This design comes from an exercise in tuning for a short achievable clock period and few clock cycles on the open sky130 flow, not from production work.
Function was checked by simulation only, so behaviour that the tests miss may differ from the original.
Power figures rest on the tool's default switching activity, not on a simulated workload.

## RV32Core
module RV32Core(
    input wire CPU_CLK,
    input wire CPU_RST,
    output wire [31:0] IMEM_A,
    input wire [31:0] IMEM_RD,
    output wire [31:0] DMEM_A,
    output wire [31:0] DMEM_WD,
    output wire [3:0] DMEM_WE,
    input wire [31:0] DMEM_RD
    );
    wire clk = CPU_CLK;
    wire rst = CPU_RST;
    localparam NBTB = 2;
    reg [31:0] pc_f;           
    reg [31:0] pcn_f;          
    wire [31:0] pcq = ~pcn_f;
    reg        v_i;            
    reg [31:0] pc_i;
    reg        bh_i;           
    reg        skid_v;         
    reg [31:0] skid, skid_pc;
    reg [6:0]  skid_lo;
    reg [31:7] skid_ihi;
    reg        skid_bh;
    reg        v_d;
    reg [31:0] pc_d;
    reg        bh_d;
    reg [31:0] oh1, oh2;       
    reg [4:0]  rs1_d, rs2_d, rd_d;
    reg [2:0]  f3_d;
    reg        ld_d, st_d, br_d, jalr_d, jal_d;
    reg        use1_d, use2_d, wr_d, bimm_d, useA_d, useC_d, useS_d, useM_d;
    reg        rdir_d;         
    reg [31:0] imm_d;
    reg [6:0]  lo_d;            
    reg [31:7] ihi_d;          
    reg        s_add_d, s_sub_d, s_sll_d, s_srl_d, s_sra_d, s_slt_d, s_sltu_d,
               s_xor_d, s_or_d, s_and_d, s_imm_d, s_pcadd_d, s_pc4_d;
    reg        v_e;
    reg [31:0] pc_e;
    reg [4:0]  rd_e;
  ...
Size in the first run: about 170 I/O pins, roughly 0.11 mm^2 of cells after synthesis.
export LEC_CHECK = 0
export CAP_MARGIN = 20
export CORE_MARGIN = 2
export CORE_UTILIZATION = 50
export PLACE_DENSITY = 0.65
export SLEW_MARGIN = 20
export SYNTH_HIERARCHICAL = 1
create_clock -name core_clock -period 10.0 [get_ports {CPU_CLK}]
standard.sh (not shown) runs the stock make flow with config.mk's settings and CLKGATE_MAP_FILE= SYNTH_SCRIPT=/design/flow/synth_recipe.tcl, a recipe that flattens the netlist after the stock synthesis.
==> flow/flow/run.sh <==
#!/bin/bash
set -euo pipefail
MARGIN=${MARGIN:-6.8}
bash standard.sh SETUP_SLACK_MARGIN=$MARGIN finish > standard_flow.log 2>&1
The starting point went through all stages and came out clean.
Testbench counts at the start, summed over its fixed seeds: cycles 229,130.
Change:
--- a/flow/design.v
+++ b/flow/design.v
@@ -440,98 +440,93 @@
     wire pt_d = bh_d || redir_d;    
     wire [31:0] b  = bC;
     wire [31:0] pc4 = pc4_e;
     ALU alu(.aA(aA), .oA(oA), .a(a), .o2(o2), .pre(pre_e),
             .s_add(s_add), .s_sub(s_sub), .s_sll(s_sll), .s_srl(s_srl), .s_sra(s_sra),
             .s_slt(s_slt), .s_sltu(s_sltu), .s_xor(s_xor), .s_or(s_or), .s_and(s_and),
             .s_pre(s_pre), .sum(sum), .rest(rest_e));
     Adder32 addpc(.a(pc_e), .b(imm_e), .s(pcadd));    
     wire taken;
     BranchDecisionMaking bdm(.f3(f3_e), .a(aC), .b(bC), .taken(taken));
     wire act = br_e ? taken : jal_e;          
-    reg        jp_v;
-    reg [31:0] jp_t;
-    wire ve = v_e && !jp_v;                   
-    wire misp = jp_v || (ve && (jalr_e || act != pt_e));
+    wire misp = v_e && (jalr_e || act != pt_e);
     reg [3:0] we_e;
     reg [31:0] wd_e;
     always @(*) begin
         case (f3_e[1:0])
             2'd0: begin we_e = 4'b0001 << sum[1:0]; wd_e = {4{b[7:0]}}; end
             2'd1: begin we_e = sum[1] ? 4'b1100 : 4'b0011; wd_e = {2{b[15:0]}}; end
             default: begin we_e = 4'b1111; wd_e = b; end
         endcase
-        if (!(ve && st_e)) we_e = 4'b0000;
+        if (!(v_e && st_e)) we_e = 4'b0000;
     end
     DataExt dext(.rd(DMEM_RD), .f3(f3_w), .a(a_w), .ld(ld_w), .res(res_w), .wdata(wdata));
     integer wi;
     always @(posedge clk) begin
         for (wi = 1; wi < 32; wi = wi + 1)
             if (rst) rf[wi] <= 32'd0;
             else if (wen_w[wi]) rf[wi] <= wdata;
     end
     wire take_d0 = redir_d && !stall;
     wire take_d = take_d0 && !misp;
     wire [31:0] npc_ns = redir_d ? tgt_d : btb_hit ? {btb_t, 2'b00} : pc_f4;
     wire [31:0] jalr_t = {sum[31:1], 1'b0};
-    wire e_jalr = jp_v;
-    wire e_nb = ve && !br_e && !jalr_e;                  
+    wire e_jalr = v_e && jalr_e;
+    wire e_nb = v_e && !br_e;                  
     wire e_jn = e_nb && jal_e && !pt_e;        
     wire e_xp = e_nb && !jal_e && pt_e;        
-    wire sel_t = e_jalr | (ve && br_e && !pt_e) | e_jn | e_xp;
-    wire sel_n = e_jalr | (ve && br_e && pt_e) | e_jn | e_xp;
-    wire [31:0] npc_t = e_jalr ? jp_t : e_xp ? pc4 : pcadd;
-    wire [31:0] npc_n = e_jalr ? jp_t : e_jn ? pcadd : pc4;
+    wire sel_t = e_jalr | (v_e && br_e && !pt_e) | e_jn | e_xp;
+    wire sel_n = e_jalr | (v_e && br_e && pt_e) | e_jn | e_xp;
+    wire [31:0] npc_t = e_jalr ? jalr_t : e_xp ? pc4 : pcadd;
+    wire [31:0] npc_n = e_jalr ? jalr_t : e_jn ? pcadd : pc4;
     wire [31:0] npc;
     IFSegReg npc_sel(.taken(taken), .sel_t(sel_t), .sel_n(sel_n), .npc_t(npc_t), .npc_n(npc_n),
                      .stall(stall), .pc_hold(pcq), .npc_ns(npc_ns), .npc(npc));
     reg btbu_v;
     reg [29:0] btbu_pc, btbu_tgt;
     integer wj;
     always @(posedge clk) begin
         if (rst) begin
             pc_f <= 32'd0;
             pcn_f <= 32'hFFFFFFFF;
             v_i <= 1'b0;
             skid_v <= 1'b0;
             v_d <= 1'b0;
             v_e <= 1'b0;
             v_m <= 1'b0;
             wr_w <= 1'b0;
             wen_w <= 31'd0;
             dmem_we_q <= 4'd0;
             btb_v <= {NBTB{1'b0}};
             btb_ptr <= 1'b0;
             btbu_v <= 1'b0;
-            jp_v <= 1'b0;
         end else begin
             pc_f <= npc;
             pcn_f <= ~npc;
             v_i <= !(misp || take_d);
             if (misp || take_d) begin
                 v_d <= 1'b0;
                 skid_v <= 1'b0;
             end else if (stall) begin
                 if (v_i) skid_v <= 1'b1;
             end else begin
                 v_d <= src_v;
                 skid_v <= 1'b0;
             end
             v_e <= v_d && !stall && !misp;
-            v_m <= ve;
-            jp_v <= ve && jalr_e;
+            v_m <= v_e;
             dmem_we_q <= we_e;    
             wr_w <= v_m && wr_m;
             for (wj = 1; wj < 32; wj = wj + 1)
                 wen_w[wj] <= v_m && wr_m && rd_m == wj;
-            btbu_v <= ve && act;
+            btbu_v <= v_e && act;
             if (btbu_v) begin : upd
                 reg found;
                 integer k;
                 found = 1'b0;
                 for (k = 0; k < NBTB; k = k + 1)
                     if (btb_v[k] && btb_tag[k] == btbu_pc) found = 1'b1;
                 if (!found) begin
                     btb_v[btb_ptr] <= 1'b1;
                     btb_ptr <= !btb_ptr;
                 end
             end
@@ -628,23 +623,22 @@
         dmem_a_q <= sum;
         dmem_wd_q <= wd_e;
         rd_m <= rd_e;
         wr_m <= wr_e;
         ld_m <= ld_e;
         f3_m <= f3_e;
         res_w <= res_m;
         rd_w <= rd_m;
         ld_w <= ld_m;
         f3_w <= f3_m;
         a_w <= dmem_a_q[1:0];
-        jp_t <= jalr_t;
         btbu_pc <= pc_e[31:2];
         btbu_tgt <= pcadd[31:2];
         if (btbu_v && !rst) begin : upd2
             reg found;
             integer k;
             found = 1'b0;
             for (k = 0; k < NBTB; k = k + 1)
                 if (btb_v[k] && btb_tag[k] == btbu_pc) found = 1'b1;
             if (!found) begin
                 btb_tag[btb_ptr] <= btbu_pc;
                 btb_tgt[btb_ptr] <= btbu_tgt;
Power is about the same.
Global-route usage went down by 0.64 points.
Final area went up by 0.34%.
Count of clock-buffer cells in the layout went down by 5.
Worst setup slack is worse by 0.035 ns.
Sequential share of layout area went down by 0.27 points.
Non-clock buffer count went up by 34.
Wire length went down by about 1%.
Register-to-register slack is worse by 0.03 ns.
Worst hold slack is worse by 0.0031 ns.
Synthesized area hardly moves.
Critical path depth stays the same.
Testbench counts after the change, summed over its fixed seeds: cycles 228,080.

what the ideal ports hide:
Ports are ideal in the flow. The routed layouts listed here were re-timed in OpenROAD. Step 1 assumes that a clkbuf_16 drives the clock port and a buf_2 every other input. Step 2 moves the port delays by t, midway between the first and last clock arrival at a register: inputs arrive t later, outputs are due t later. That takes back most of the time a late clock gives input paths. Three values: ideal, step 1, step 2; two values: the first two.
run | t, ns | setup slack, ns | hold slack, ns | worst setup path after step 2 | latest minus earliest clock arrival (ns)
the first run | 0.959 | 6.360 / 6.354 / 5.826 | 0.327 / 0.327 / 0.327 | input to register | 0.077 / 0.077
the second run | 0.983 | 6.326 / 6.326 / 5.833 | 0.324 / 0.324 / 0.324 | input to register | 0.092 / 0.092
After both steps setup and hold are still met in every run listed. For the first run, which loses most, drivers alone change the setup slack by -0.006 ns; drivers and shift together by -0.534 ns.
